This design comes from an exercise in tuning for small area, a short achievable clock period and few clock cycles on the open sky130 flow, not from production work. Only simulation tests tie the RTL to the original design; equivalence was not proved. Power and IR drop assume default switching activity.

==> design/flow/design.v <==
module SimpleCPU(clk,rst,wrEn,data_fromRAM,addr_toRAM,data_toRAM,pCounter);
parameter SIZE = 13;
input clk,rst;
input wire [15:0] data_fromRAM;
output reg wrEn;
output reg [15:0] data_toRAM;
output reg [SIZE-1:0] addr_toRAM;
output reg [SIZE-1:0] pCounter;
localparam OP_ADD = 3'd0, OP_NAND = 3'd1, OP_SRL = 3'd2, OP_LT = 3'd3,
           OP_BZ = 3'd4, OP_CP2W = 3'd5, OP_CPFW = 3'd6, OP_MUL = 3'd7;
localparam S_P0 = 3'd0, S_P1 = 3'd1, S_P2 = 3'd2, S_P3 = 3'd3,
           S_I1 = 3'd4, S_I2 = 3'd5, S_BT = 3'd6, S_MW = 3'd7;
reg [2:0] state, stateNxt;
reg [2:0] op1, op1Nxt, op2, op2Nxt;
reg ind1, ind1Nxt;
reg [12:0] arNxt, pcNxt;
reg weNxt;
reg [15:0] W, WNxt;
reg [15:0] opnd, acc;
reg aV, aVNxt, dV, xV;
reg [2:0] aOp, aOpNxt, dOpT, xOp;
reg mBusy;
wire [15:0] d = data_fromRAM;
wire [2:0] dOp = d[15:13];
wire dZero = ~|d[12:0];
wire wZ = ~|W;
wire [12:0] pcInc = pCounter + 13'd1;
function isALU;
    input [2:0] o;
    isALU = (o != OP_BZ) && (o != OP_CPFW);
endfunction
reg xMul, xLT;
reg [3:0] xSel;    
wire mFirst = xMul;
wire inMul = mFirst | mBusy;
wire [15:0] mAcc = mFirst ? 16'd0 : acc;
wire [15:0] pp0 = W & {16{opnd[0]}};
wire [15:0] pp1 = {W[14:0], 1'b0} & {16{opnd[1]}};
wire [15:0] csS = mAcc ^ pp0 ^ pp1;
wire [15:0] csC = (mAcc & pp0) | (mAcc & pp1) | (pp0 & pp1);
wire [15:0] mBRest = opnd >> 2;
wire [15:0] mWRest = W << 2;
wire mDone = ~|mBRest | ~|mWRest;
wire isLT = xLT;
wire [15:0] addA = inMul ? csS : W;
wire [15:0] addB = inMul ? {csC[14:0], 1'b0} : opnd ^ {16{isLT}};
wire addC = ~inMul & isLT;
wire [16:0] sum = {1'b0, addA} + {1'b0, addB} + {16'd0, addC};
wire [3:0] sh = opnd[3:0];
wire shLeft = opnd[4];
wire shZero = (|opnd[15:5]) | (shLeft & ~|sh);
wire [15:0] shIn, shOut, shRes;
genvar k;
generate for (k = 0; k < 16; k = k + 1) begin : rev
    assign shIn[k] = shLeft ? W[15-k] : W[k];
    assign shRes[k] = shLeft ? shOut[15-k] : shOut[k];
end endgenerate
assign shOut = shIn >> sh;
wire [15:0] addRes = xLT ? {15'd0, ~sum[16]} : sum[15:0];
wire mulEnd = inMul & mDone;
always @(*) begin
    WNxt = ({16{xSel[0] | mulEnd}} & addRes)
         | ({16{xSel[1]}} & ~(W & opnd))
         | ({16{xSel[2] & ~shZero}} & shRes)
         | ({16{xSel[3]}} & opnd)
         | ({16{inMul & ~mDone}} & mWRest)
         | ({16{~inMul & ~|xSel}} & W);
    if (rst)
        WNxt = 16'd0;
end
reg wOK;    
always @(*) begin
    stateNxt = state;
    arNxt = addr_toRAM;
    pcNxt = pCounter;
    weNxt = 1'b0;
    aVNxt = 1'b0;
    aOpNxt = (state == S_I1) ? op1 : dOp;
    op1Nxt = op1;
    op2Nxt = op2;
    ind1Nxt = ind1;
    wOK = 1'b0;
    case (state)
        S_P0: begin
            arNxt = pcInc;
            stateNxt = S_P1;
        end
        S_P1: begin
            op1Nxt = dOp;
            ind1Nxt = dZero;
            arNxt = {d[12:3], d[2] | dZero, d[1:0]};
            weNxt = (dOp == OP_CPFW) & ~dZero;
            aVNxt = ~dZero & isALU(dOp);
            stateNxt = S_P2;
        end
        S_P2: begin
            op2Nxt = dOp;
            if (op1 == OP_BZ && wZ)
                stateNxt = ind1 ? S_I1 : S_BT;
            else if (ind1 && op1 != OP_BZ)
                stateNxt = S_I1;
            else if (op1 == OP_CPFW && addr_toRAM == pcInc) begin
                arNxt = pcInc;
                pcNxt = pcInc;
                stateNxt = S_P0;
            end else if (op1 == OP_MUL) begin
                arNxt = pcInc;
                pcNxt = pcInc;
                stateNxt = S_MW;
            end else begin
                wOK = (op1 == OP_CPFW) || (op1 == OP_BZ);
                pcNxt = pcInc;
                if (dZero || dOp == OP_MUL ||
                    ((dOp == OP_BZ || dOp == OP_CPFW) && !wOK)) begin
                    arNxt = pcInc;
                    stateNxt = S_P0;
                end else begin
                    arNxt = d[12:0];
                    weNxt = (dOp == OP_CPFW);
                    aVNxt = isALU(dOp);
                    stateNxt = S_P3;
                end
            end
        end
        S_P3: begin
            if (op2 == OP_BZ && wZ)
                stateNxt = S_BT;
            else begin
                arNxt = pcInc;
                pcNxt = pcInc;
                stateNxt = S_P0;
            end
        end
        S_I1: begin
            arNxt = d[12:0];
            weNxt = (op1 == OP_CPFW);
            aVNxt = isALU(op1);
            stateNxt = S_I2;
        end
        S_I2: begin
            if (op1 == OP_BZ)
                stateNxt = S_BT;
            else begin
                arNxt = pcInc;
                pcNxt = pcInc;
                stateNxt = (op1 == OP_MUL) ? S_MW : S_P0;
            end
        end
        S_BT: begin
            arNxt = d[12:0];
            pcNxt = d[12:0];
            stateNxt = S_P0;
        end
        default: begin  
            if (inMul && mDone) begin
                arNxt = pcInc;
                stateNxt = S_P1;
            end
        end
    endcase
    if (rst) begin
        stateNxt = S_P0;
        arNxt = 13'd0;
        pcNxt = 13'd0;
        weNxt = 1'b0;
        aVNxt = 1'b0;
    end
end
always @(*) data_toRAM = W;
wire inP1 = (state == S_P1), inP2 = (state == S_P2), inI1 = (state == S_I1),
     inBT = (state == S_BT), inMW = (state == S_MW);
wire p2First = (op1 == OP_BZ && wZ) || (ind1 && op1 != OP_BZ) ||
               (op1 == OP_CPFW && addr_toRAM == pcInc) || (op1 == OP_MUL);
wire p2OK = (op1 == OP_CPFW) || (op1 == OP_BZ);
wire sq2 = dZero || dOp == OP_MUL || ((dOp == OP_BZ || dOp == OP_CPFW) && !p2OK);
wire selD = inP1 | inI1 | inBT | (inP2 & ~p2First & ~sq2);
wire [12:0] regSrc = (inMW & ~(inMul & mDone)) ? pCounter : pcInc;
wire [12:0] arD = {d[12:3], d[2] | (inP1 & dZero), d[1:0]};
wire [12:0] arNew = rst ? 13'd0 : selD ? arD : regSrc;
always @(posedge clk) begin
    state <= stateNxt;
    addr_toRAM <= arNew;
    wrEn <= weNxt;
    pCounter <= pcNxt;
    op1 <= op1Nxt;
    op2 <= op2Nxt;
    ind1 <= ind1Nxt;
    aV <= aVNxt;
    aOp <= aOpNxt;
    dV <= aV & ~rst;
    dOpT <= aOp;
    xV <= dV & ~rst;
    xOp <= dOpT;
    xMul <= dV & ~rst & (dOpT == OP_MUL);
    xLT <= dV & ~rst & (dOpT == OP_LT);
    xSel <= {4{dV & ~rst}} & {dOpT == OP_CP2W, dOpT == OP_SRL, dOpT == OP_NAND,
                              dOpT == OP_ADD || dOpT == OP_LT};
    mBusy <= ~rst & inMul & ~mDone;
    W <= WNxt;
    opnd <= inMul ? mBRest : d;
    acc <= sum[15:0];
end
endmodule
==> design/flow/flow/run.sh <==
#!/bin/bash
# The standard layout (the standard.sh, standard synthesis unchanged), with
# buf_2 cells instead of the default port buffers; make's output goes to
# standard.log and each ORFS step logs under orfs/logs/.
export BUFFER_PORTS_ARGS="-buffer_cell sky130_fd_sc_hd__buf_2"
bash standard.sh > standard.log 2>&1
==> design/flow/standard.sh <==
#!/bin/bash
# synth_recipe.tcl (not shown) runs the flow's synth.tcl, then flattens the netlist and writes it again
# the make line also repeats each setting of config.mk as NAME=value (left out here)
make -C /OpenROAD-flow-scripts/flow DESIGN_CONFIG=/design/flow/config.mk WORK_HOME=/design/flow/orfs CLKGATE_MAP_FILE= SYNTH_SCRIPT=/design/flow/synth_recipe.tcl "${@:-finish}"
==> design/flow/config.mk <==
export PLATFORM = sky130hd
export DESIGN_NAME = SimpleCPU
export DESIGN_NICKNAME = SimpleCPU
export VERILOG_FILES = /design/flow/design.v
export SDC_FILE = /design/flow/constraint.sdc
export NUM_CORES = 4
export LEC_CHECK = 0
export ABC_AREA = 1
export CAP_MARGIN = 20
export CORE_MARGIN = 2
export CORE_UTILIZATION = 40
export CTS_BUF_LIST = sky130_fd_sc_hd__clkbuf_8
export PLACE_DENSITY = 0.6
export SETUP_SLACK_MARGIN = 5
export SLEW_MARGIN = 20
==> design/flow/constraint.sdc <==
create_clock -name core_clock -period 10.0 [get_ports {clk}]
set_input_delay 2.0000 -clock core_clock [delete_from_list [all_inputs] [get_ports {clk}]]
set_output_delay 2.0000 -clock core_clock [all_outputs]
set_load 0.01 [all_outputs]
==> results.toml, run 1 <==
[status]
outcome = "finished clean"

[logic_synthesis]
synth_flop_cell = "dfxtp_1"
ffs_latches_synth = 100
synth-warning-count = 1
synth_enable_flop_cells = 7
async_flop_share = 0
synth-seq-area-share = 0.2687
post_synth_cell_types = 46
postSynthNetCount = 1290
syn_area_per_cell_sq_um = 6.223
synthesis.instances = 1239
syn_area_sq_mm = 0.007710

[place]
portBuffers = 60
pre_cts_slack_ns = 5.966
gp_congestion = 0.9483
hpwl_detailed_um = 19060
post-place-cells = 1517

[global_route]
grt_usage = 0.2572
congestion_overflow_gr = 0
grt_pass1_wl_um = 40670
largest_net_degree_at_the_start_of_global_routing = 65
antenna_found_initial = 0
first_global_vias = 7476

[hold_path]
hold_class = "flop to flop"

[critical_path]
cpLargestDelayFamily = "flip-flops"
timing.critical_path.buf_inv = 4
required_ns = 10.35
cells_along_the_critical_path = "clkinv_1 > a21oi_1 > fa_1 > inv_1 > fa_1 > inv_1 > a21oi_1 > o21ai_0 > xor2_1 > nand2_1 > nand4_1 > nand2_1 > inv_1"
ff2ff_setup_slack_ns = 5.82
cp_slowest_stage_delay_ns = 1.05
endpoint_kind = "flop"
setup.worst_path.start_class = "flop"
timing.critical_path.arrival_ns = 4.53
critical_path.max_fanout = 27
critical_path.slowest_cell = "dfxtp_1"
cp_common_cell = "inv_1"
critical_path_class = "flop to flop"

[layout]
regArea_sq_mm = 0.002072
stdcell_count = 1533
layout-area-overhead-vs-synth_pct = 9.283
layout-drive-gt1-share = 0.08248
final.fill_count = 2065
multi_input_combinational_cell_area_sq_mm = 0.004711
n_antenna_cell = 0
nets = 1319

[sta]
finalSetupViolCount = 0
final-max-slew-violation-count = 0
fin_skew_ns = 0.01873
setup-tns-final_ns = 0
max_slew.worst_pin.slew_ns = 1.146
fmaxAchievable_mhz = 239.3
period_minus_slack_ns = 4.179
rsz0062_at_grt = "false"
maxSlewHeadroom = 0.2352
hold_viol_final = 0
post-route-period-util = 0.4179
setup_ws_ns = 5.821

[power_and_ir_drop]
cellPowerDensity_mw_per_mm2 = 184.3
power.static_leakage_nw = 4.153
max-vdd-ir-drop_v = 0.0001159
report.power.total_w = 0.001553

[clock_tree]
post-cts-setup-buffers = 0
cell_at_the_root_of_the_clock_tree = "clkbuf_8"
postCtsHoldBufs = 0
tritoncts = "built"
htree_num_levels = 3
worst_setup_hold_path_clk_slew_ns = 0.11
clock_sinks = 100
numCtsBuffers = 9
cts_repair_resized_insts = 0
worstSkewPairLatency_ns = 0.41
cts_max_path_buffers = 2

[floorplan]
die_h_um = 142.8
die-area_sq_mm = 0.02040
num_rows = 50
initial_core_util = 0.4094
io_pins = 61
die_width_um = 142.8
area_of_the_core_region_sq_mm = 0.01883

[drt]
wire_per_inst_um = 16.72
firstDrtPassIters = 5
route.detailed.vias_per_inst = 5.264
remaining_drc_errors = 0
drt_wl_total_um = 25640
vias = 8069
drt.antenna.violating_nets = 0
drt_iter0_markers = 835

[job]
drv_cap = 0
## layer usage
layer	vias to the layer above	part of all wire	track usage
li1	4059	-	-
met1	3629	0.44	0.3500
met2	328	0.46	0.4124
met3	53	0.071	0.04125
met4	0	0.032	0.09328
met5	-	0	0
## kinds of logic (layout without fill, tap and decap cells)
kind of cell	count (synthesis)	in the layout	share of synthesized area
buffers and inverters	239	273	0.1216
muxes	7	7	0.009088
DFF	100	100	0.2687
adders and majority gates	33	33	0.06913
and+or+nand+nor	574	574	0.3166
AOI/OAI and AO/OA	255	255	0.1796
xor gates and xnor gates	31	31	0.03522
## power by group
part | leakage [nW] | total, W | switching, W | internal [W]
Combinational | 3.20 | 0.000643 | 0.000410 | 0.000233
Clock | 0.121 | 0.000317 | 0.000169 | 0.000148
Sequential | 0.835 | 0.000593 | 0.0000984 | 0.000495
Total | 4.15 | 0.00155 | 0.000677 | 0.000876
## stage by stage
stage	instance area (sq um)	utilization	hold WS, ns
floorplan	7710	-	0.3096
global placement	8185	0.4347	0.3123
detailed placement	8185	0.4347	0.3121
CTS	8426	0.4474	0.3390
global route	8426	0.4474	0.3484
finish	8426	0.4474	0.3380
## area by class of cell
cell class / instances / share of cell area
multi-input cells: 900 / 0.5591
inverters: 187 / 0.08331
clock inverters: 7 / 0.01381
well taps: 260 / 0.03861
clock buffers: 9 / 0.01470
repair buffers: 70 / 0.04455
flip-flops and latches: 100 / 0.2459
## cell usage after synthesis (2+ instances only)
master | count | share of area
nand2_1 | 327 | 0.16
inv_1 | 183 | 0.089
o21ai_0 | 122 | 0.079
nor2_1 | 104 | 0.051
dfxtp_1 | 93 | 0.24
a21oi_1 | 86 | 0.056
nand3_1 | 82 | 0.053
clkbuf_1 | 32 | 0.016
nand4_1 | 21 | 0.017
xnor2_1 | 19 | 0.022
ha_1 | 17 | 0.028
fa_1 | 16 | 0.042
a31oi_1 | 14 | 0.011
nor3_1 | 14 | 0.0091
xor2_1 | 12 | 0.014
buf_2 | 8 | 0.0052
a221oi_1 | 7 | 0.0080
edfxtp_1 | 7 | 0.027
mux2i_1 | 7 | 0.0091
or2_2 | 7 | 0.0057
buf_1 | 6 | 0.0029
nand3b_1 | 6 | 0.0058
a211oi_1 | 4 | 0.0039
buf_4 | 4 | 0.0039
clkinv_1 | 3 | 0.0015
nor2_4 | 3 | 0.0044
nor4_1 | 3 | 0.0024
o2111ai_1 | 3 | 0.0034
o211ai_1 | 3 | 0.0029
o21ai_1 | 3 | 0.0019
o21bai_1 | 3 | 0.0029
o22ai_1 | 3 | 0.0024
buf_6 | 2 | 0.0029
nand2_2 | 2 | 0.0016
o31ai_1 | 2 | 0.0019
## flip-flops by register name, indices dropped and copies added (netlist names), 3 cells and up
signal      flops
xSel            4
dOpT            3
opnd           16
state           3
acc            16
W              16
op2             3
pCounter       13
aOp             3
op1             3
addr_toRAM     13
## worst paths after layout
path	from	to	depth (start not counted)
max	opnd[0]	W[14]	13
min reg2reg	aOp[1]	dOpT[1]	0
min	aOp[1]	dOpT[1]	0
max reg2reg	opnd[0]	W[14]	13
## layout by cell type (no fill, tap or decap), drive strengths merged
cell / instances
ha: 17
o221ai: 1
a21oi: 86
xnor2: 19
a31oi: 14
o211ai: 3
a221o: 1
o21bai: 3
o31ai: 2
inv: 187
nor4: 3
mux2i: 7
nor2: 108
or2: 7
edfxtp: 7
buf: 70
xor2: 12
o311a: 1
nand3b: 6
nor3b: 1
nand2: 329
o2111ai: 3
a221oi: 7
nand3: 82
fa: 16
o21a: 1
o21ai: 126
clkbuf: 9
bufinv: 2
nand4: 23
nor3: 15
a211oi: 4
clkinv: 5
dfxtp: 93
o22ai: 3
Testbench counts, summed over its fixed seeds: cycles 671,040.
==> inputs of run 2 (changes only) <==
==> design/flow/flow/run.sh (replaced) <==
#!/bin/bash
# The standard layout (the standard.sh, standard synthesis unchanged), with
# buf_2 cells instead of the default port buffers and timing repair aimed at a
# setup slack of 7 ns; make's output goes to standard.log and each ORFS step
# logs under orfs/logs/.
export BUFFER_PORTS_ARGS="-buffer_cell sky130_fd_sc_hd__buf_2"
bash standard.sh SETUP_SLACK_MARGIN=7 finish > standard.log 2>&1
==> results.toml, run 2 <==
[status]
outcome = "finished clean"

[job]
drv_cap = 0

[global_route]
first_global_vias = 7917
grt_usage = 0.2674
largest_net_degree_at_the_start_of_global_routing = 52
grt_pass1_wl_um = 42110
antenna_found_initial = 0
congestion_overflow_gr = 0

[logic_synthesis]
syn_area_sq_mm = 0.007710
netlist_top_cells_count = "nand2_1, inv_1, o21ai_0"
postSynthNetCount = 1290
yosys.cell_count.top_type = "nand2_1"
synth-warning-count = 1
synth_flop_cell = "dfxtp_1"
synth-seq-area-share = 0.2687
synthesis.instances = 1239
post-synth-top-area-fraction = 0.2415
syn_area_per_cell_sq_um = 6.223
synth_area_leader_cell = "dfxtp_1"
synth_top_cells_by_area = "dfxtp_1, nand2_1, inv_1"
ffs_latches_synth = 100
async_flop_share = 0
post_synth_cell_types = 46
synth_enable_flop_cells = 7

[floorplan]
die-area_sq_mm = 0.02040
io_pins = 61
area_of_the_core_region_sq_mm = 0.01883
die_width_um = 142.8
initial_core_util = 0.4094
die_h_um = 142.8
num_rows = 50

[sta]
post-route-period-util = 0.3037
fin_skew_ns = 0.01634
maxSlewHeadroom = 0.4181
max_slew.worst_pin.slew_ns = 0.8662
fmaxAchievable_mhz = 329.3
setup-tns-final_ns = 0
rsz0062_at_grt = "true"
final-max-slew-violation-count = 0
period_minus_slack_ns = 3.037
hold_viol_final = 0
finalSetupViolCount = 0

[layout]
stdcell_area_sq_mm = 0.009442
final.fill_count = 1902
n_antenna_cell = 0
nets = 1366
largest_registers = "W x16, acc x16, opnd x16"
layout_commonest_cell = "nand2_1"
layout-drive-gt1-share = 0.1962
most-common-layout-cells = "nand2_1, inv_1, o21ai_0"
layout-area-overhead-vs-synth_pct = 22.46

[hold_path]
number_of_cells_on_the_worst_hold_path = 0
hold_class = "flop to flop"

[power_and_ir_drop]
max-vdd-ir-drop_v = 0.0001457
power.static_leakage_nw = 4.544
cellPowerDensity_mw_per_mm2 = 170.0

[critical_path]
timing.critical_path.arrival_ns = 3.32
cells_along_the_critical_path = "buf_12 > nor2_4 > buf_12 > clkinvlp_4 > buf_12 > o21ai_2 > fa_2 > inv_2 > fa_2 > buf_4 > o31ai_2 > xor2_1 > inv_1 > a21oi_1 > a21oi_1"
cp_slowest_stage_delay_ns = 0.42
critical_path.slowest_cell = "fa_2"
reg2reg_depth = 15
setup.worst_path.start_class = "flop"
endpoint_kind = "flop"
timing.critical_path.buf_inv = 7
critical_path_class = "flop to flop"
required_ns = 10.28
cpLargestDelayFamily = "buffers and inverters"
critical_path.max_fanout = 17
cp_common_cell = "buf_12"
critical_path_stages = 15

[place]
hpwl_detailed_um = 18670
placement.cell_area_sq_mm = 0.008230
gp_congestion = 0.9560
portBuffers = 60

[clock_tree]
htree_num_levels = 3
tritoncts = "built"
cell_at_the_root_of_the_clock_tree = "clkbuf_8"
clock_sinks = 100
cts_max_path_buffers = 2
numCtsBuffers = 9
worstSkewPairLatency_ns = 0.40
worst_setup_hold_path_clk_slew_ns = 0.11

[drt]
drt_wl_total_um = 27530
drt.antenna.violating_nets = 0
drt_iter0_markers = 676
vias = 8526
wire_per_inst_um = 17.43
firstDrtPassIters = 5
remaining_drc_errors = 0
route.detailed.vias_per_inst = 5.396
run 2: cell counts after synthesis:
No cell type changed its count.
run 2: power breakdown:
part / internal (W) / switching (W)
registers: 0.000504 / 0.0000978
clock network: 0.0000970 / 0.000171
logic: 0.000276 / 0.000460
total: 0.000877 / 0.000728
run 2: cells by family after synthesis:
kind of cell               after synthesis  share of synthesized area
buffers and inverters                  239                     0.1216
xor gates and xnor gates                31                    0.03522
DFF                                    100                     0.2687
adders and majority gates               33                    0.06913
AOI/OAI and AO/OA                      255                     0.1796
muxes                                    7                   0.009088
and+or+nand+nor                        574                     0.3166
run 2: area by class of cell:
cell class / instances / area (sq um) / share of cell area
multi-input cells: 903 / 5072 / 0.5372
flip-flops and latches: 100 / 2157 / 0.2285
repair buffers: 114 / 979.7 / 0.1038
inverters: 187 / 718.2 / 0.07607
well taps: 260 / 325.3 / 0.03446
clock buffers: 9 / 123.9 / 0.01312
clock inverters: 7 / 65.06 / 0.006891
run 2: per-stage QoR:
stage          hold slack, ns  std cells  setup slack (ns)  utilization  total power [W]
2_1_floorplan          0.3096       1239             6.898            -         0.001044
3_3_place_gp           0.3138       1520             6.392       0.4371         0.001230
3_5_place_dp           0.3128       1520             6.316       0.4371         0.001238
4_1_cts                0.3323       1558             6.997       0.4759         0.001556
5_1_grt                0.3418       1580             6.809       0.5014         0.001722
6_report               0.3300       1580             6.963       0.5014         0.001605
run 2: metal layers:
layer | vias up | wire length (um) | share of wire | global-route usage
li1 | 4177 | - | - | -
met1 | 3924 | 11780 | 0.43 | 0.3411
met2 | 353 | 12850 | 0.47 | 0.4532
met3 | 72 | 1940 | 0.070 | 0.04728
met4 | 0 | 961 | 0.035 | 0.09640
met5 | - | 0 | 0 | 0
run 2: repair_timing:
item,CTS,global route
buffers inserted,14,19
hold buffers,0,0
gates resized for setup,91,78
hold endpoints to repair,0,0
pin swaps,17,29
setup endpoints to repair,83,55
cloned,8,3
run 2: path summary, 6_finish.rpt:
kind / from / endpoint / slack, ns
worst max-delay path: xMul / W[4] / 6.96
worst min-delay path: aOp[1] / dOpT[1] / 0.33
worst max register to register: xMul / W[4] / 6.96
worst min register to register: aOp[1] / dOpT[1] / 0.33
==> inputs of run 3 (changes only) <==
==> design/flow/flow/run.sh (replaced) <==
#!/bin/bash
# The standard layout (the standard.sh, standard synthesis unchanged), with
# buf_2 cells instead of the default port buffers and timing repair aimed at a
# setup slack of 6.5 ns; make's output goes to standard.log and each ORFS step
# logs under orfs/logs/.
export BUFFER_PORTS_ARGS="-buffer_cell sky130_fd_sc_hd__buf_2"
bash standard.sh SETUP_SLACK_MARGIN=6.5 finish > standard.log 2>&1
==> results.toml, run 3 <==
[layout]
stdcell_area_sq_mm = 0.008454
nets = 1319
largest_registers = "W x16, acc x16, opnd x16"
layout-area-overhead-vs-synth_pct = 9.656
layout-drive-gt1-share = 0.08562
layout_commonest_cell = "nand2_1"
most-common-layout-cells = "nand2_1, inv_1, o21ai_0"
n_antenna_cell = 0

[drt]
remaining_drc_errors = 0
wire_per_inst_um = 16.70
drt_wl_total_um = 25610
drt_iter0_markers = 769
drt.antenna.violating_nets = 0
firstDrtPassIters = 5
route.detailed.vias_per_inst = 5.280
vias = 8094

[clock_tree]
cell_at_the_root_of_the_clock_tree = "clkbuf_8"
worstSkewPairLatency_ns = 0.41
tritoncts = "built"
numCtsBuffers = 9
postCtsHoldBufs = 0
cts_max_path_buffers = 2
clock_sinks = 100
htree_num_levels = 3
post-cts-setup-buffers = 0
worst_setup_hold_path_clk_slew_ns = 0.11

[place]
portBuffers = 60
pre_cts_slack_ns = 5.966
gp_congestion = 0.9483
placement.cell_area_sq_mm = 0.008185
hpwl_detailed_um = 19060

[sta]
hold_viol_final = 0
fmaxAchievable_mhz = 297.1
setup-tns-final_ns = 0
period_minus_slack_ns = 3.366
max_slew.worst_pin.slew_ns = 1.006
rsz0062_at_grt = "true"
maxSlewHeadroom = 0.3241
fin_skew_ns = 0.01720
post-route-period-util = 0.3366
final-max-slew-violation-count = 0
finalSetupViolCount = 0
setup_ws_ns = 6.634

[hold_path]
hold_end = "dOpT[1]"
hold_class = "flop to flop"
worst_hold_startpoint = "aOp[1]"
number_of_cells_on_the_worst_hold_path = 0

[logic_synthesis]
synthesis.instances = 1239
netlist_top_cells_count = "nand2_1, inv_1, o21ai_0"
synth_area_leader_cell = "dfxtp_1"
ffs_latches_synth = 100
postSynthNetCount = 1290
post_synth_cell_types = 46
async_flop_share = 0
synth-seq-area-share = 0.2687
synth_enable_flop_cells = 7
synth_flop_cell = "dfxtp_1"
syn_area_sq_mm = 0.007710
synth_top_cells_by_area = "dfxtp_1, nand2_1, inv_1"
yosys.cell_count.top_type = "nand2_1"
post-synth-top-area-fraction = 0.2415
syn_area_per_cell_sq_um = 6.223
synth-warning-count = 1

[power_and_ir_drop]
report.power.total_w = 0.001552
power.share.combinational = 0.415
max-vdd-ir-drop_v = 0.0001159
power.static_leakage_nw = 4.165
switchingPower_w = 0.0006762
sequentialPowerShare = 0.382
clock_power_share = 0.203
intPower_w = 0.0008758
cellPowerDensity_mw_per_mm2 = 183.6
switching_share = 0.4357

[status]
outcome = "finished clean"

[global_route]
congestion_overflow_gr = 0
antenna_found_initial = 0
largest_net_degree_at_the_start_of_global_routing = 65
grt_pass1_wl_um = 40670
grt_usage = 0.2572
first_global_vias = 7476

[critical_path]
timing.critical_path.arrival_ns = 3.67
timing.rr.start = "xMul"
ff2ff_setup_slack_ns = 6.73
setup.worst_path.start_class = "input pin"
cells_along_the_critical_path = "buf_2 > nor2_1 > nand2_1 > nor4_1 > nand4_1 > nand2_1 > nor2_1 > nand4_4 > nand3_1 > nand2_1 > nor2_1"
critical_path_class = "input pin to flop"
endpoint_kind = "flop"
required_ns = 10.31
critical_path.max_fanout = 27
cpLargestDelayFamily = "simple AND/OR/NAND/NOR gates"
timing.critical_path.buf_inv = 1
critical_path.slowest_cell = "nand4_4"
cp_slowest_stage_delay_ns = 0.33
regToRegEndpoint = "W[14]"
reg2reg_depth = 16

[job]
drv_cap = 0

[floorplan]
die_width_um = 142.8
io_pins = 61
initial_core_util = 0.4094
die_h_um = 142.8
num_rows = 50
die-area_sq_mm = 0.02040
area_of_the_core_region_sq_mm = 0.01883
-- run 3: cells by family (layout without fill, tap and decap cells) --
logic type               count (synthesis)  in the layout  synth area share
AND/OR/NAND/NOR                        574            574            0.3166
AO/OA/AOI/OAI                          255            255            0.1796
buffers and inverters                  239            273            0.1216
flip-flops                             100            100            0.2687
adder cells (fa/ha/maj)                 33             33           0.06913
XOR/XNOR                                31             31           0.03522
multiplexers                             7              7          0.009088
-- run 3: layer usage --
layer / up-vias / wire, um / track usage
li1: 4068 / - / -
met1: 3650 / 11400 / 0.3500
met2: 323 / 11710 / 0.4124
met3: 53 / 1649 / 0.04125
met4: 0 / 852 / 0.09328
met5: - / 0 / 0
-- run 3: power by group through the flow --
stage | Clock [W] | Sequential, W | Combinational (W)
6_report | 0.000315 | 0.000593 | 0.000643
5_1_grt | 0.000338 | 0.000607 | 0.000738
4_1_cts | 0.000323 | 0.000591 | 0.000640
3_5_place_dp | 0 | 0.000599 | 0.000635
3_3_place_gp | 0 | 0.000601 | 0.000632
2_1_floorplan | 0 | 0.000594 | 0.000447
-- run 3: cell type report --
cell class | count | area (sq um)
clock buffers | 9 | 123.9
clock inverters | 7 | 116.4
fillers | 2063 | 10380
inverters | 187 | 703.2
multi-input cells | 900 | 4711
flip-flops and latches | 100 | 2081
well taps | 260 | 325.3
repair buffers | 70 | 394.1
-- run 3: worst max path at each step --
stage                    start              to  slack (ns)  depth (start not counted)
2_1_floorplan  data_fromRAM[8]  addr_toRAM[10]        6.86                         11
3_3_place_gp           opnd[0]           W[14]        6.06                         14
3_5_place_dp           opnd[0]           W[14]        5.97                         14
4_1_cts                   xMul           W[14]        6.50                         16
5_1_grt                opnd[1]           W[11]        6.43                         21
6_report       data_fromRAM[8]   addr_toRAM[1]        6.63                         11
-- run 3: what timing repair did --
item | in CTS | in global routing
cloned | 0 | 0
resized for setup | 6 | 6
endpoints found under the setup margin | 23 | 11
hold endpoints to repair | 0 | 0
-- run 3: per-stage QoR --
step                  util  hold WS (ns)  instances
floorplan                -        0.3096       1239
global placement    0.4347        0.3123       1517
detailed placement  0.4347        0.3121       1517
CTS                 0.4481        0.3390       1533
global route        0.4490        0.3484       1533
finish              0.4490        0.3380       1533
==> inputs of run 4 (changes only) <==
==> design/flow/flow/run.sh (replaced) <==
#!/bin/bash
# The standard layout (the standard.sh, standard synthesis unchanged), with
# buf_2 cells instead of the default port buffers and timing repair aimed at a
# setup slack of 6.8 ns; make's output goes to standard.log and each ORFS step
# logs under orfs/logs/.
export BUFFER_PORTS_ARGS="-buffer_cell sky130_fd_sc_hd__buf_2"
bash standard.sh SETUP_SLACK_MARGIN=6.8 finish > standard.log 2>&1
--- a/design/flow/config.mk
+++ b/design/flow/config.mk
@@ -5,7 +5,6 @@
 export SDC_FILE = /design/flow/constraint.sdc
 export NUM_CORES = 4
 export LEC_CHECK = 0
-export ABC_AREA = 1
 export CAP_MARGIN = 20
 export CORE_MARGIN = 2
 export CORE_UTILIZATION = 40
==> results.toml, run 4 <==
[clock_tree]
htree_num_levels = 3
cell_at_the_root_of_the_clock_tree = "clkbuf_8"
cts_max_path_buffers = 2
numCtsBuffers = 9
postCtsHoldBufs = 0
worst_setup_hold_path_clk_slew_ns = 0.10
tritoncts = "built"
worstSkewPairLatency_ns = 0.39
clock_sinks = 100

[layout]
final.fill_count = 1863
layout-drive-gt1-share = 0.2940
largest_registers = "W x16, acc x16, opnd x16"
layout-area-overhead-vs-synth_pct = 17.87
nets = 1012
most-common-layout-cells = "nor2_1, a21oi_1, dfxtp_1"
layout_commonest_cell = "nor2_1"

[logic_synthesis]
post_synth_cell_types = 68
async_flop_share = 0
synthesis.instances = 932
synth_simple_gate_area_share = 0.2104
netlist_top_cells_count = "dfxtp_1, a21oi_1, nor2_1"
post-synth-top-area-fraction = 0.2372
synth-warning-count = 1
postSynthNetCount = 983
compound_gate_fraction_of_synth_area = 0.1935
yosys.cell_count.top_type = "dfxtp_1"
ffs_latches_synth = 100
synth_area_leader_cell = "dfxtp_1"
synth_top_cells_by_area = "dfxtp_1, mux2_2, a21oi_1"
syn_area_sq_mm = 0.007849
largest_family_of_logic_cells_by_synthesized_area = "simple AND/OR/NAND/NOR gates"
synth-seq-area-share = 0.2640
synthXorXnorAreaFrac = 0.06361
adder_cell_fraction_of_synth_area = 0.06791
syn_area_per_cell_sq_um = 8.421
proportion_of_synthesized_area_in_mux_cells = 0.1491
synth_flop_cell = "dfxtp_1"
synth_enable_flop_cells = 7

[floorplan]
area_of_the_core_region_sq_mm = 0.01933
die_h_um = 144.1
initial_core_util = 0.4059
die-area_sq_mm = 0.02076
num_rows = 51
io_pins = 61
die_width_um = 144.1

[drt]
drt_iter0_markers = 623
drt.antenna.violating_nets = 0
drt_wl_total_um = 25880
wire_per_inst_um = 21.01
route.detailed.vias_per_inst = 5.941
firstDrtPassIters = 5
vias = 7319
remaining_drc_errors = 0

[sta]
post-route-period-util = 0.3599
setup_ws_ns = 6.401
finalSetupViolCount = 0
setup-tns-final_ns = 0
hold_viol_final = 0
maxSlewHeadroom = 0.4385
max_slew.worst_pin.slew_ns = 0.8423
period_minus_slack_ns = 3.599
fin_skew_ns = 0.007554
fmaxAchievable_mhz = 277.8
holdWs_ns = 0.3341
final-max-slew-violation-count = 0
rsz0062_at_grt = "true"

[power_and_ir_drop]
sequentialPowerShare = 0.491
power.share.combinational = 0.217
max-vdd-ir-drop_v = 0.00009511
power.static_leakage_nw = 3.680
cellPowerDensity_mw_per_mm2 = 99.49
switching_share = 0.3129
clock_power_share = 0.292
switchingPower_w = 0.0002880
intPower_w = 0.0006324

[hold_path]
number_of_cells_on_the_worst_hold_path = 0
hold_class = "flop to flop"
worst_hold_startpoint = "aOp[2]"
hold_end = "dOpT[2]"

[global_route]
largest_net_degree_at_the_start_of_global_routing = 74
grt_usage = 0.2519
first_global_vias = 6846
congestion_overflow_gr = 0
grt_pass1_wl_um = 40030
antenna_found_initial = 0

[critical_path]
critical_path_class = "input pin to flop"
timing.critical_path.buf_inv = 2
cells_along_the_critical_path = "buf_8 > nor4_4 > nand4_1 > inv_2 > a21oi_2 > and2_4 > nor4bb_4 > a211o_2 > mux2_4"
required_ns = 10.29
critical_path.slowest_cell = "a211o_2"
cp_slowest_stage_delay_ns = 0.45
timing.rr.start = "pCounter[1]"
endpoint_kind = "flop"
cpLargestDelayFamily = "simple AND/OR/NAND/NOR gates"
critical_path.max_fanout = 6
timing.critical_path.arrival_ns = 3.89
regToRegEndpoint = "addr_toRAM[6]"
ff2ff_setup_slack_ns = 6.58
reg2reg_depth = 8
setup.worst_path.start_class = "input pin"

[job]
drv_cap = 0

[status]
outcome = "finished clean"

[place]
portBuffers = 60
pre_cts_slack_ns = 5.635
gp_congestion = 0.9359
hpwl_detailed_um = 17130
[run 4: cell types whose count changed after synthesis, moves of 12 or more]
cell,change
nand2_1,-278
inv_1,-160
o21ai_0,-78
nand3_1,-66
mux2_2,+47
nor2b_1,+42
and2_1,+37
clkbuf_1,+35
nor2_1,-22
mux4_2,+16
xnor2_1,+16
nand4_1,-13
a22oi_1,+12
[run 4: kinds of logic (layout without fill, tap and decap cells)]
| logic type | after synthesis | in the layout |
|---|---|---|
| compound gates | 235 | 236 |
| flops | 100 | 100 |
| fa+ha+maj | 33 | 33 |
| xor+xnor | 57 | 57 |
| other cells | 0 | 1 |
| simple gates | 317 | 317 |
| buf+inv | 104 | 137 |
| mux | 86 | 86 |
[run 4: metal layers]
layer / track usage / part of all wire / vias to the layer above
li1: - / - / 3422
met1: 0.3607 / 0.45 / 3554
met2: 0.3807 / 0.45 / 301
met3: 0.05960 / 0.083 / 42
met4: 0.06450 / 0.019 / 0
met5: 0 / 0 / -
[run 4: cell type report]
class                   instances  area [sq um]  share of cell area
clock buffers                   9         123.9             0.01339
inverters                      26         97.59             0.01055
flip-flops and latches        100          2110              0.2280
clock inverters                 7         65.06            0.007033
repair buffers                 95         730.7             0.07898
diodes                          1         2.502           0.0002705
multi-input cells             729          5791              0.6259
well taps                     265         331.6             0.03584
[run 4: worst reg2reg max path: cells and delay by family, from the launching register on]
kind                       cells  cell delay, ns
AOI/OAI and AO/OA              3            1.17
DFF                            1            0.46
adders and majority gates      1            0.33
and+or+nand+nor                3            1.04
muxes                          1            0.33
[run 4: power groups by stage]
stage	clock network (W)	registers (W)	logic, W
final	0.000269	0.000452	0.000200
after detailed placement	0	0.000459	0.000172
after global routing	0.000290	0.000454	0.000215
after global placement	0	0.000459	0.000170
after floorplan	0	0.000449	0.000133
after CTS	0.000274	0.000450	0.000188
[run 4: stage by stage]
| step | power, W | area [sq um] | cells | util |
|---|---|---|---|---|
| after floorplan | 0.0005817 | 8008 | 932 | - |
| after global placement | 0.0006292 | 8383 | 1191 | 0.4336 |
| after detailed placement | 0.0006308 | 8383 | 1191 | 0.4336 |
| after CTS | 0.0009130 | 8981 | 1225 | 0.4645 |
| after global routing | 0.0009595 | 9249 | 1231 | 0.4784 |
| final | 0.0009204 | 9251 | 1232 | 0.4785 |
[run 4: worst max-delay path by stage]
stage,from,end,slack (ns),cells past startpoint
after floorplan,data_fromRAM[6],addr_toRAM[10],6.29,9
after global placement,data_fromRAM[0],addr_toRAM[6],5.66,9
after detailed placement,data_fromRAM[0],addr_toRAM[4],5.64,9
after CTS,data_fromRAM[3],addr_toRAM[12],6.31,9
after global routing,data_fromRAM[0],addr_toRAM[12],6.35,9
final,data_fromRAM[0],addr_toRAM[6],6.40,9
[run 4: repair_timing]
action,CTS,global route
gates resized for setup,56,48
cloned,4,1
buffers inserted,14,5
pin swaps,15,19
setup endpoints to repair,65,51
==> inputs of run 5 (changes only) <==
--- a/design/flow/config.mk
+++ b/design/flow/config.mk
@@ -5,6 +5,7 @@
 export SDC_FILE = /design/flow/constraint.sdc
 export NUM_CORES = 4
 export LEC_CHECK = 0
+export ABC_AREA = 1
 export CAP_MARGIN = 20
 export CORE_MARGIN = 2
 export CORE_UTILIZATION = 40
==> results.toml, run 5 <==
[status]
outcome = "finished clean"

[drt]
firstDrtPassIters = 6
wire_per_inst_um = 17.19
drt.antenna.violating_nets = 0
route.detailed.vias_per_inst = 5.295
drt_iter0_markers = 768
remaining_drc_errors = 0
vias = 8202
drt_wl_total_um = 26630

[global_route]
grt_usage = 0.2608
congestion_overflow_gr = 0
largest_net_degree_at_the_start_of_global_routing = 65
antenna_found_initial = 0
first_global_vias = 7550
grt_pass1_wl_um = 41180

[layout]
stdcell_area_sq_mm = 0.008758
final.fill_count = 2033
stdcell_count = 1549
layout-area-overhead-vs-synth_pct = 13.60
most-common-layout-cells = "nand2_1, inv_1, o21ai_0"
multi_input_combinational_cell_area_sq_mm = 0.004811
n_antenna_cell = 0
regArea_sq_mm = 0.002091
layout-drive-gt1-share = 0.1148
nets = 1335
layout_commonest_cell = "nand2_1"
largest_registers = "W x16, acc x16, opnd x16"

[clock_tree]
worstSkewPairLatency_ns = 0.41
clock_sinks = 100
numCtsBuffers = 9
postCtsHoldBufs = 0
htree_num_levels = 3
cts_max_path_buffers = 2
worst_setup_hold_path_clk_slew_ns = 0.11
tritoncts = "built"
cell_at_the_root_of_the_clock_tree = "clkbuf_8"

[sta]
hold_viol_final = 0
period_minus_slack_ns = 3.206
max_slew.worst_pin.slew_ns = 0.9853
post-route-period-util = 0.3206
fmaxAchievable_mhz = 311.9
final-max-slew-violation-count = 0
rsz0062_at_grt = "true"
fin_skew_ns = 0.01905
maxSlewHeadroom = 0.3381
setup-tns-final_ns = 0
finalSetupViolCount = 0

[logic_synthesis]
synthesis.instances = 1239
async_flop_share = 0
yosys.cell_count.top_type = "nand2_1"
syn_area_sq_mm = 0.007710
syn_area_per_cell_sq_um = 6.223
post_synth_cell_types = 46
synth_enable_flop_cells = 7
ffs_latches_synth = 100
post-synth-top-area-fraction = 0.2415
synth-seq-area-share = 0.2687
synth_area_leader_cell = "dfxtp_1"
synth-warning-count = 1
postSynthNetCount = 1290
synth_flop_cell = "dfxtp_1"
netlist_top_cells_count = "nand2_1, inv_1, o21ai_0"
synth_top_cells_by_area = "dfxtp_1, nand2_1, inv_1"

[critical_path]
cp_slowest_stage_delay_ns = 0.25
critical_path_class = "input pin to flop"
critical_path.max_fanout = 7
timing.critical_path.buf_inv = 2
cells_along_the_critical_path = "buf_4 > nor2_4 > nand2_2 > nor4_4 > nand4_1 > nand2_2 > nor2_4 > nand4_4 > buf_12 > nand3_1 > nand2_1 > nor2_1"
timing.critical_path.arrival_ns = 3.51
cpLargestDelayFamily = "simple AND/OR/NAND/NOR gates"
endpoint_kind = "flop"
required_ns = 10.31
setup.worst_path.start_class = "input pin"
critical_path.slowest_cell = "nand4_1"

[floorplan]
die-area_sq_mm = 0.02040
area_of_the_core_region_sq_mm = 0.01883
die_h_um = 142.8
initial_core_util = 0.4094
num_rows = 50
die_width_um = 142.8
io_pins = 61

[place]
gp_congestion = 0.9483
portBuffers = 60
placement.cell_area_sq_mm = 0.008185
post-place-cells = 1517
hpwl_detailed_um = 19060

[hold_path]
hold_class = "flop to flop"

[job]
drv_cap = 0

[power_and_ir_drop]
cellPowerDensity_mw_per_mm2 = 180.5
max-vdd-ir-drop_v = 0.0001166
power.static_leakage_nw = 4.283
-- run 5: cell types whose count changed in the layout (fill, tap and decap cells not counted), moves of 17 or more --
cell / change
nand3_1: +67
o21ai_0: +75
nor2b_1: -41
nand2_1: +274
dfxtp_1: +17
dfxtp_2: -18
mux2_2: -45
nor2_1: +20
and2_1: -32
inv_1: +160
-- run 5: cell families (layout without fill, tap and decap cells) --
family                     after synthesis  after routing  synth area share
and+or+nand+nor                        574            575            0.3166
xor gates and xnor gates                31             31           0.03522
buffers and inverters                  239            288            0.1216
DFF                                    100            100            0.2687
adders and majority gates               33             33           0.06913
muxes                                    7              7          0.009088
AOI/OAI and AO/OA                      255            255            0.1796
-- run 5: power by group --
part / total [W] / switching (W) / internal [W] / leakage, nW
clock: 0.000316 / 0.000168 / 0.000148 / 0.121
sequential: 0.000591 / 0.0000969 / 0.000495 / 0.838
combinational: 0.000674 / 0.000426 / 0.000247 / 3.32
-- run 5: area by class of cell --
class                   instances  share of cell area
multi-input cells             901              0.5493
flip-flops and latches        100              0.2387
inverters                     187             0.08029
repair buffers                 85             0.06714
well taps                     260             0.03714
clock buffers                   9             0.01414
clock inverters                 7             0.01329
-- run 5: metal layers --
| layer | vias up | track usage | part of all wire |
|---|---|---|---|
| li1 | 4101 | - | - |
| met1 | 3686 | 0.3529 | 0.44 |
| met2 | 359 | 0.4200 | 0.46 |
| met3 | 56 | 0.04125 | 0.074 |
| met4 | 0 | 0.09640 | 0.033 |
| met5 | - | 0 | 0 |
-- run 5: final timing paths --
kind                   start       endpoint  slack [ns]  depth (start not counted)
max          data_fromRAM[8]  addr_toRAM[1]        6.79                         12
min                   aOp[1]        dOpT[1]        0.34                          0
max reg2reg             xMul          W[12]        6.98                         17
min reg2reg           aOp[1]        dOpT[1]        0.34                          0
-- run 5: repair_timing --
action / 4_1_cts / 5_1_grt
pin swaps: 2 / 7
setup buffers: 0 / 12
gates resized for setup: 15 / 36
gates cloned: 1 / 3
endpoints found under the setup margin: 44 / 33
-- run 5: per-stage QoR --
stage                     utilization  total power [W]  hold slack [ns]  setup WS [ns]
after global placement         0.4347         0.001233           0.3123          6.057
after detailed placement       0.4347         0.001235           0.3121          5.966
after floorplan                     -         0.001041           0.3096          6.863
after global routing           0.4651         0.001711           0.3484          6.724
after CTS                      0.4504         0.001563           0.3390          6.787
final                          0.4651         0.001581           0.3376          6.794
-- run 5: worst register-to-register path, delay by kind of cell, from the launching register on --
family,cells,cell delay (ns)
adders and majority gates,2,0.73
buffers and inverters,6,0.69
and+or+nand+nor,6,0.65
DFF,1,0.42
AOI/OAI and AO/OA,2,0.29
xor gates and xnor gates,1,0.17
==> inputs of run 6 (changes only) <==
--- a/design/flow/config.mk
+++ b/design/flow/config.mk
@@ -8,8 +8,8 @@
 export ABC_AREA = 1
 export CAP_MARGIN = 20
 export CORE_MARGIN = 2
-export CORE_UTILIZATION = 40
+export CORE_UTILIZATION = 55
 export CTS_BUF_LIST = sky130_fd_sc_hd__clkbuf_8
-export PLACE_DENSITY = 0.6
+export PLACE_DENSITY = 0.7
 export SETUP_SLACK_MARGIN = 5
 export SLEW_MARGIN = 20
==> results.toml, run 6 <==
[layout]
stdcell_area_sq_mm = 0.008688
nets = 1335
n_antenna_cell = 0
largest_registers = "W x16, acc x16, opnd x16"
most-common-layout-cells = "nand2_1, inv_1, o21ai_0"
final.fill_count = 1403
layout_commonest_cell = "nand2_1"
stdcell_count = 1469
layout-area-overhead-vs-synth_pct = 12.69
layout-drive-gt1-share = 0.1148
postLayoutCoreUtil = 0.6308

[global_route]
antenna_found_initial = 0
largest_net_degree_at_the_start_of_global_routing = 52
grt_usage = 0.3410
first_global_vias = 7545
congestion_overflow_gr = 0
grt_pass1_wl_um = 39170

[sta]
period_minus_slack_ns = 3.147
maxSlewHeadroom = 0.2633
setup-tns-final_ns = 0
final-max-slew-violation-count = 0
fmaxAchievable_mhz = 317.7
hold_viol_final = 0
fin_skew_ns = 0.01079
rsz0062_at_grt = "true"
post-route-period-util = 0.3147
finalSetupViolCount = 0
max_slew.worst_pin.slew_ns = 1.101

[power_and_ir_drop]
power.static_leakage_nw = 4.300
report.power.total_w = 0.001540
max-vdd-ir-drop_v = 0.0001722
cellPowerDensity_mw_per_mm2 = 177.2

[logic_synthesis]
ffs_latches_synth = 100
async_flop_share = 0
synthesis.instances = 1239
synth_simple_gate_area_share = 0.3166
netlist_top_cells_count = "nand2_1, inv_1, o21ai_0"
proportion_of_synthesized_area_in_mux_cells = 0.009088
synthXorXnorAreaFrac = 0.03522
synth_flop_cell = "dfxtp_1"
post_synth_cell_types = 46
synth_enable_flop_cells = 7
synth_area_leader_cell = "dfxtp_1"
largest_family_of_logic_cells_by_synthesized_area = "simple AND/OR/NAND/NOR gates"
synth-warning-count = 1
post-synth-top-area-fraction = 0.2415
synth-seq-area-share = 0.2687
adder_cell_fraction_of_synth_area = 0.06913
postSynthNetCount = 1290
syn_area_sq_mm = 0.007710
syn_area_per_cell_sq_um = 6.223
yosys.cell_count.top_type = "nand2_1"
compound_gate_fraction_of_synth_area = 0.1796
synth_top_cells_by_area = "dfxtp_1, nand2_1, inv_1"

[place]
portBuffers = 60
gp_congestion = 0.9986
post-place-cells = 1436
placement.cell_area_sq_mm = 0.008078
hpwl_detailed_um = 18240

[drt]
firstDrtPassIters = 6
drt_wl_total_um = 25940
remaining_drc_errors = 0
wl_met2_um = 12210
drt_iter0_markers = 694
vias = 8428
drt-met1-wl_um = 10100
route.detailed.vias_per_inst = 5.737
top_signal_layer_used = "met4"
routed-wl-met3_um = 2133
wire_per_inst_um = 17.66
drt.antenna.violating_nets = 0

[floorplan]
initial_core_util = 0.5598
die_width_um = 122.4
num_rows = 43
die_h_um = 122.4
area_of_the_core_region_sq_mm = 0.01377
die-area_sq_mm = 0.01498
io_pins = 61

[hold_path]
hold_class = "flop to flop"
worst_hold_startpoint = "aOp[2]"

[clock_tree]
htree_num_levels = 3
worst_setup_hold_path_clk_slew_ns = 0.11
worstSkewPairLatency_ns = 0.40
postCtsHoldBufs = 0
cell_at_the_root_of_the_clock_tree = "clkbuf_8"
tritoncts = "built"
numCtsBuffers = 9
cts_max_path_buffers = 2
clock_sinks = 100

[critical_path]
critical_path.max_fanout = 7
timing.critical_path.from = "W[10]"
required_ns = 8.00
critical_path_class = "flop to output pin"
endpoint_kind = "output pin"
cp_slowest_stage_delay_ns = 0.54
cpLargestDelayFamily = "flip-flops"
setup.worst_path.start_class = "flop"
critical_path.slowest_cell = "dfxtp_1"
timing.rr.start = "opnd[1]"
timing.critical_path.arrival_ns = 1.15
timing.critical_path.buf_inv = 1
cells_along_the_critical_path = "buf_2"

[job]
drv_cap = 0

[status]
outcome = "finished clean"
[run 6: logic make-up after synthesis]
kind of cell    Yosys count
simple gates            574
compound gates          255
buf+inv                 239
flops                   100
fa+ha+maj                33
xor+xnor                 31
mux                       7
[run 6: worst paths after layout]
kind	to	slack [ns]	depth (start not counted)
max	data_toRAM[10]	6.85	1
min	dOpT[2]	0.34	0
max reg2reg	W[15]	6.88	18
min reg2reg	dOpT[2]	0.34	0
[run 6: repair_timing]
action | 4_1_cts | 5_1_grt
endpoints found under the setup margin | 46 | 33
buffers inserted | 1 | 9
pin swaps | 2 | 16
gates cloned | 2 | 5
resized for setup | 15 | 38
[run 6: per-layer routing]
layer / vias up / track usage
met5: - / 0
met3: 100 / 0.05669
met2: 437 / 0.5684
met1: 3783 / 0.4205
met4: 0 / 0.1839
li1: 4108 / -
[run 6: final cells by class]
cell class	count	area, sq um	share of cell area
Sequential cell	100	2086	0.2401
Multi-Input combinational cell	903	4867	0.5602
Inverter	187	706.9	0.08137
Timing Repair Buffer	83	608.1	0.06999
Clock buffer	9	123.9	0.01426
Clock inverter	7	71.32	0.008209
Tap cell	180	225.2	0.02592
[run 6: stage by stage]
step                setup slack (ns)  hold WS (ns)
detailed placement             6.159        0.3128
floorplan                      6.863        0.3096
finish                         6.853        0.3374
CTS                            6.788        0.3393
global route                   6.774        0.3473
global placement               6.163        0.3114
[run 6: report_power, final]
group	leakage [nW]	total, W	switching (W)	internal (W)
Clock	0.102	0.000271	0.000171	0.0000998
Combinational	3.36	0.000676	0.000433	0.000244
Sequential	0.838	0.000592	0.0000970	0.000495
Total	4.30	0.00154	0.000701	0.000838
==> inputs of run 7 (changes only) <==
==> design/flow/flow/run.sh (replaced) <==
#!/bin/bash
# The standard layout (the standard.sh, standard synthesis unchanged), with
# buf_2 cells instead of the default port buffers and timing repair aimed at a
# setup slack of 6.9 ns; make's output goes to standard.log and each ORFS step
# logs under orfs/logs/.
export BUFFER_PORTS_ARGS="-buffer_cell sky130_fd_sc_hd__buf_2"
bash standard.sh SETUP_SLACK_MARGIN=6.9 finish > standard.log 2>&1
==> results.toml, run 7 <==
[status]
outcome = "finished clean"

[hold_path]
hold_class = "flop to flop"

[critical_path]
timing.critical_path.buf_inv = 1
critical_path.slowest_cell = "dfxtp_1"
cpLargestDelayFamily = "flip-flops"
critical_path.max_fanout = 5
critical_path_class = "flop to output pin"
timing.critical_path.arrival_ns = 1.09
setup.worst_path.start_class = "flop"
ff2ff_setup_slack_ns = 7.01
endpoint_kind = "output pin"
required_ns = 8.00
cp_slowest_stage_delay_ns = 0.48
cells_along_the_critical_path = "buf_2"

[logic_synthesis]
postSynthNetCount = 1290
ffs_latches_synth = 100
synth_top_cells_by_area = "dfxtp_1, nand2_1, inv_1"
async_flop_share = 0
synth-warning-count = 1
post-synth-top-area-fraction = 0.2415
syn_area_per_cell_sq_um = 6.223
synth_flop_cell = "dfxtp_1"
post_synth_cell_types = 46
synth_enable_flop_cells = 7
syn_area_sq_mm = 0.007710
synth_area_leader_cell = "dfxtp_1"
synth-seq-area-share = 0.2687
netlist_top_cells_count = "nand2_1, inv_1, o21ai_0"
synthesis.instances = 1239
yosys.cell_count.top_type = "nand2_1"

[clock_tree]
cts_max_path_buffers = 2
worstSkewPairLatency_ns = 0.42
worst_setup_hold_path_clk_slew_ns = 0.12
numCtsBuffers = 9
postCtsHoldBufs = 0
tritoncts = "built"
cell_at_the_root_of_the_clock_tree = "clkbuf_8"
clock_sinks = 100
htree_num_levels = 3

[floorplan]
die_h_um = 122.4
io_pins = 61
area_of_the_core_region_sq_mm = 0.01377
num_rows = 43
die-area_sq_mm = 0.01498
die_width_um = 122.4
initial_core_util = 0.5598

[sta]
holdWs_ns = 0.3394
rsz0062_at_grt = "true"
hold_viol_final = 0
setup-tns-final_ns = 0
fin_skew_ns = 0.01374
final-max-slew-violation-count = 0
post-route-period-util = 0.3088
period_minus_slack_ns = 3.088
finalSetupViolCount = 0
maxSlewHeadroom = 0.2919
fmaxAchievable_mhz = 323.8
max_slew.worst_pin.slew_ns = 1.058

[drt]
remaining_drc_errors = 0
drt_wl_total_um = 26970
drt.antenna.violating_nets = 0
firstDrtPassIters = 7
wire_per_inst_um = 18.16
route.detailed.vias_per_inst = 5.812
drt_iter0_markers = 746
vias = 8631

[layout]
layout_commonest_cell = "nand2_1"
final.fill_count = 1355
n_antenna_cell = 0
most-common-layout-cells = "nand2_1, inv_1, o21ai_0"
largest_registers = "W x16, acc x16, opnd x16"
layout-area-overhead-vs-synth_pct = 17.33
nets = 1351
layout-drive-gt1-share = 0.1686

[global_route]
antenna_found_initial = 0
grt_usage = 0.3514
grt_pass1_wl_um = 40350
largest_net_degree_at_the_start_of_global_routing = 52
first_global_vias = 7872
congestion_overflow_gr = 0

[place]
portBuffers = 60
hpwl_detailed_um = 18310
gp_congestion = 1.005

[job]
drv_cap = 0

[power_and_ir_drop]
max-vdd-ir-drop_v = 0.0001638
cellPowerDensity_mw_per_mm2 = 176.4
power.static_leakage_nw = 4.431
[run 7: cell counts after synthesis]
No cell type changed its count.
[run 7: area by class of cell]
| class | count | area (sq um) | share of cell area |
|---|---|---|---|
| Clock buffer | 9 | 123.9 | 0.01369 |
| Clock inverter | 7 | 76.32 | 0.008437 |
| Inverter | 187 | 714.4 | 0.07898 |
| Multi-Input combinational cell | 902 | 4976 | 0.5501 |
| Sequential cell | 100 | 2111 | 0.2333 |
| Tap cell | 180 | 225.2 | 0.02490 |
| Timing Repair Buffer | 99 | 812.0 | 0.08976 |
| Timing Repair inverter | 1 | 7.507 | 0.0008299 |
[run 7: logic make-up (layout without fill, tap and decap cells)]
| logic type | count (synthesis) | in the layout | share of synthesized area |
|---|---|---|---|
| AND/OR/NAND/NOR | 574 | 576 | 0.3166 |
| AO/OA/AOI/OAI | 255 | 255 | 0.1796 |
| buffers and inverters | 239 | 303 | 0.1216 |
| flip-flops | 100 | 100 | 0.2687 |
| adder cells (fa/ha/maj) | 33 | 33 | 0.06913 |
| XOR/XNOR | 31 | 31 | 0.03522 |
| multiplexers | 7 | 7 | 0.009088 |
[run 7: timing repair]
action / CTS / global route
setup endpoints to repair: 56 / 38
pin swaps: 1 / 40
buffers inserted: 3 / 23
hold endpoints to repair: 0 / 0
gates resized for setup: 36 / 91
cloned: 4 / 5
[run 7: where the power goes]
part | switching, W | internal (W) | total (W) | leakage (nW)
sequential | 0.0000966 | 0.000498 | 0.000594 | 0.846
combinational | 0.000453 | 0.000268 | 0.000721 | 3.48
clock | 0.000180 | 0.000100 | 0.000280 | 0.103
total | 0.000730 | 0.000866 | 0.00160 | 4.43
[run 7: path summary, 6_finish.rpt]
path,start,to,depth (start not counted)
max reg2reg,opnd[1],W[11],21
max,W[15],data_toRAM[15],1
min reg2reg,aOp[2],dOpT[2],0
min,aOp[2],dOpT[2],0
[run 7: per-stage QoR]
| step | instances | area [sq um] | total power, W | worst slack, ns | util |
|---|---|---|---|---|---|
| after CTS | 1457 | 8466 | 0.001523 | 6.894 | 0.6146 |
| after floorplan | 1239 | 7712 | 0.001041 | 6.890 | - |
| after global placement | 1434 | 8065 | 0.001221 | 6.311 | 0.5856 |
| after detailed placement | 1434 | 8065 | 0.001228 | 6.272 | 0.5856 |
| after global routing | 1485 | 9046 | 0.001711 | 6.829 | 0.6568 |
| final | 1485 | 9046 | 0.001596 | 6.912 | 0.6568 |
[run 7: metal layers]
layer | routed length [um] | vias up | share of wire | GRT usage
li1 | - | 4149 | - | -
met1 | 10460 | 3912 | 0.39 | 0.4305
met2 | 12560 | 456 | 0.47 | 0.5802
met3 | 2376 | 114 | 0.088 | 0.06320
met4 | 1569 | 0 | 0.058 | 0.1997
met5 | 0 | - | 0 | 0
==> inputs of run 8 (changes only) <==
==> design/flow/flow/run.sh (replaced) <==
#!/bin/bash
# The standard layout (the standard.sh, standard synthesis unchanged), with
# buf_2 cells instead of the default port buffers and timing repair aimed at a
# setup slack of 6.7 ns; make's output goes to standard.log and each ORFS step
# logs under orfs/logs/.
export BUFFER_PORTS_ARGS="-buffer_cell sky130_fd_sc_hd__buf_2"
bash standard.sh SETUP_SLACK_MARGIN=6.7 finish > standard.log 2>&1
==> results.toml, run 8 <==
[floorplan]
die-area_sq_mm = 0.01498
area_of_the_core_region_sq_mm = 0.01377
num_rows = 43
initial_core_util = 0.5598
io_pins = 61
die_width_um = 122.4
die_h_um = 122.4

[logic_synthesis]
yosys.cell_count.top_type = "nand2_1"
netlist_top_cells_count = "nand2_1, inv_1, o21ai_0"
post-synth-top-area-fraction = 0.2415
synth_enable_flop_cells = 7
syn_area_per_cell_sq_um = 6.223
synth-seq-area-share = 0.2687
post_synth_cell_types = 46
synth-warning-count = 1
synth_area_leader_cell = "dfxtp_1"
synthesis.instances = 1239
ffs_latches_synth = 100
postSynthNetCount = 1290
synth_flop_cell = "dfxtp_1"
synth_top_cells_by_area = "dfxtp_1, nand2_1, inv_1"
syn_area_sq_mm = 0.007710
async_flop_share = 0

[hold_path]
hold_class = "flop to flop"
worst_hold_startpoint = "aOp[2]"

[sta]
rsz0062_at_grt = "true"
period_minus_slack_ns = 3.239
hold_viol_final = 0
maxSlewHeadroom = 0.3302
holdWs_ns = 0.3374
post-route-period-util = 0.3239
max_slew.worst_pin.slew_ns = 1.001
setup-tns-final_ns = 0
fmaxAchievable_mhz = 308.7
fin_skew_ns = 0.01066
finalSetupViolCount = 0
final-max-slew-violation-count = 0

[global_route]
grtUsageMet1 = 0.4145
grt_usage = 0.3379
first_global_vias = 7495
congestion_overflow_gr = 0
grt_util_met2 = 0.5622
largest_net_degree_at_the_start_of_global_routing = 65
gr-max-usage-layer = "met2"
antenna_found_initial = 0
groute.layer.met3.usage = 0.05809
grt_pass1_wl_um = 38870

[layout]
largest_registers = "W x16, acc x16, opnd x16"
stdcell_count = 1460
n_antenna_cell = 0
layout-area-overhead-vs-synth_pct = 10.03
most-common-layout-cells = "nand2_1, inv_1, o21ai_0"
layout_commonest_cell = "nand2_1"
layout-drive-gt1-share = 0.09688
stdcell_area_sq_mm = 0.008483
nets = 1326

[clock_tree]
postCtsHoldBufs = 0
cell_at_the_root_of_the_clock_tree = "clkbuf_8"
htree_num_levels = 3
worst_setup_hold_path_clk_slew_ns = 0.11
worstSkewPairLatency_ns = 0.41
clock_sinks = 100
numCtsBuffers = 9
cts_max_path_buffers = 2
tritoncts = "built"

[power_and_ir_drop]
max-vdd-ir-drop_v = 0.0001683
intPower_w = 0.0008323
power.static_leakage_nw = 4.218
report.power.total_w = 0.001526
cellPowerDensity_mw_per_mm2 = 179.8
clock_power_share = 0.180
switching_share = 0.4545
power.share.combinational = 0.432
sequentialPowerShare = 0.388
switchingPower_w = 0.0006933

[place]
post-place-cells = 1436
hpwl_detailed_um = 18240
portBuffers = 60
gp_congestion = 0.9986
placement.cell_area_sq_mm = 0.008078

[critical_path]
required_ns = 8.00
timing.critical_path.from = "W[9]"
timing.critical_path.buf_inv = 1
cpLargestDelayFamily = "flip-flops"
setup.worst_path.start_class = "flop"
timing.rr.start = "opnd[1]"
timing.critical_path.arrival_ns = 1.24
critical_path.slowest_cell = "dfxtp_1"
critical_path_class = "flop to output pin"
cp_slowest_stage_delay_ns = 0.61
ff2ff_setup_slack_ns = 6.85
critical_path.max_fanout = 8
cells_along_the_critical_path = "buf_2"
endpoint_kind = "output pin"

[drt]
drt_wl_total_um = 25340
vias = 8390
wire_per_inst_um = 17.36
drt.antenna.violating_nets = 0
remaining_drc_errors = 0
firstDrtPassIters = 8
drt_iter0_markers = 731
route.detailed.vias_per_inst = 5.747

[status]
outcome = "finished clean"

[job]
drv_cap = 0
## run 8: cells by family (layout without fill, tap and decap cells)
| logic type | count (synthesis) | after routing | synth area share |
|---|---|---|---|
| xor gates and xnor gates | 31 | 31 | 0.03522 |
| adders and majority gates | 33 | 33 | 0.06913 |
| AOI/OAI and AO/OA | 255 | 255 | 0.1796 |
| muxes | 7 | 7 | 0.009088 |
| buffers and inverters | 239 | 279 | 0.1216 |
| and+or+nand+nor | 574 | 575 | 0.3166 |
| DFF | 100 | 100 | 0.2687 |
## run 8: final timing paths
| check | end | depth (start not counted) |
|---|---|---|
| min | dOpT[2] | 0 |
| min reg2reg | dOpT[2] | 0 |
| max | data_toRAM[9] | 1 |
| max reg2reg | W[15] | 19 |
## run 8: metrics by stage
| stage | setup WS (ns) | util |
|---|---|---|
| finish | 6.761 | 0.6159 |
| global placement | 6.163 | 0.5865 |
| global route | 6.683 | 0.6159 |
| detailed placement | 6.159 | 0.5865 |
| floorplan | 6.863 | - |
| CTS | 6.732 | 0.6027 |
## run 8: timing repair
item,in CTS,in global routing
gates resized for setup,11,19
pin swaps,0,4
endpoints found under the setup margin,41,28
gates cloned,0,4
setup buffers,0,4
## run 8: area by class of cell
class	count	area [sq um]
Tap cell	180	225.2
Multi-Input combinational cell	901	4765
Clock buffer	9	123.9
Timing Repair Buffer	76	514.2
Fill cell	1424	5290
Inverter	187	706.9
Sequential cell	100	2077
Clock inverter	7	71.32
## run 8: power groups by stage
| stage | combinational, W | clock, W | sequential (W) |
|---|---|---|---|
| after floorplan | 0.000447 | 0 | 0.000594 |
| after global placement | 0.000627 | 0 | 0.000598 |
| after detailed placement | 0.000634 | 0 | 0.000597 |
| after CTS | 0.000638 | 0.000276 | 0.000588 |
| after global routing | 0.000746 | 0.000291 | 0.000604 |
| final | 0.000659 | 0.000275 | 0.000592 |
## run 8: worst register-to-register path: cells and delay by family (launching register included)
| kind | cells | cell delay (ns) |
|---|---|---|
| DFF | 1 | 0.38 |
| AOI/OAI and AO/OA | 5 | 0.72 |
| adders and majority gates | 2 | 0.87 |
| buffers and inverters | 3 | 0.28 |
| and+or+nand+nor | 9 | 0.79 |
## run 8: routing by layer
| layer | up-vias | share of wire |
|---|---|---|
| li1 | 4088 | - |
| met1 | 3786 | 0.39 |
| met2 | 427 | 0.47 |
| met3 | 89 | 0.083 |
| met4 | 0 | 0.050 |
| met5 | - | 0 |

==> separate check: timing with driven ports <==
How much do the figures lean on ideal ports? The routed layouts below were timed once more, with nothing changed but the port constraints.
Step 1 assumes that a clkbuf_16 drives the clock port and a buf_2 every other input.
Step 2 also shifts input and output timing later by t, the mid clock arrival at the registers, as if the neighbouring blocks saw the same clock.
a / b / c = no drivers / after step 1 / after step 2; a / b = the first two.
run | t, ns | setup slack, ns | worst setup path after step 2
run 1 | 0.441 | 5.821 / 5.821 / 5.821 | register to register
run 2 | 0.435 | 6.963 / 6.963 / 6.554 | input to register
run 3 | 0.438 | 6.634 / 6.654 / 6.216 | input to register
run 4 | 0.431 | 6.401 / 6.405 / 5.974 | input to register
run 5 | 0.440 | 6.794 / 6.776 / 6.373 | input to register
run 6 | 0.440 | 6.853 / 6.812 / 6.451 | input to register
run 7 | 0.451 | 6.912 / 6.873 / 6.487 | input to register
run 8 | 0.443 | 6.761 / 6.720 / 6.459 | input to register
After both steps setup and hold are still met in every run listed. For run 4, which loses most, drivers alone change the setup slack by +0.004 ns; drivers and shift together by -0.427 ns.
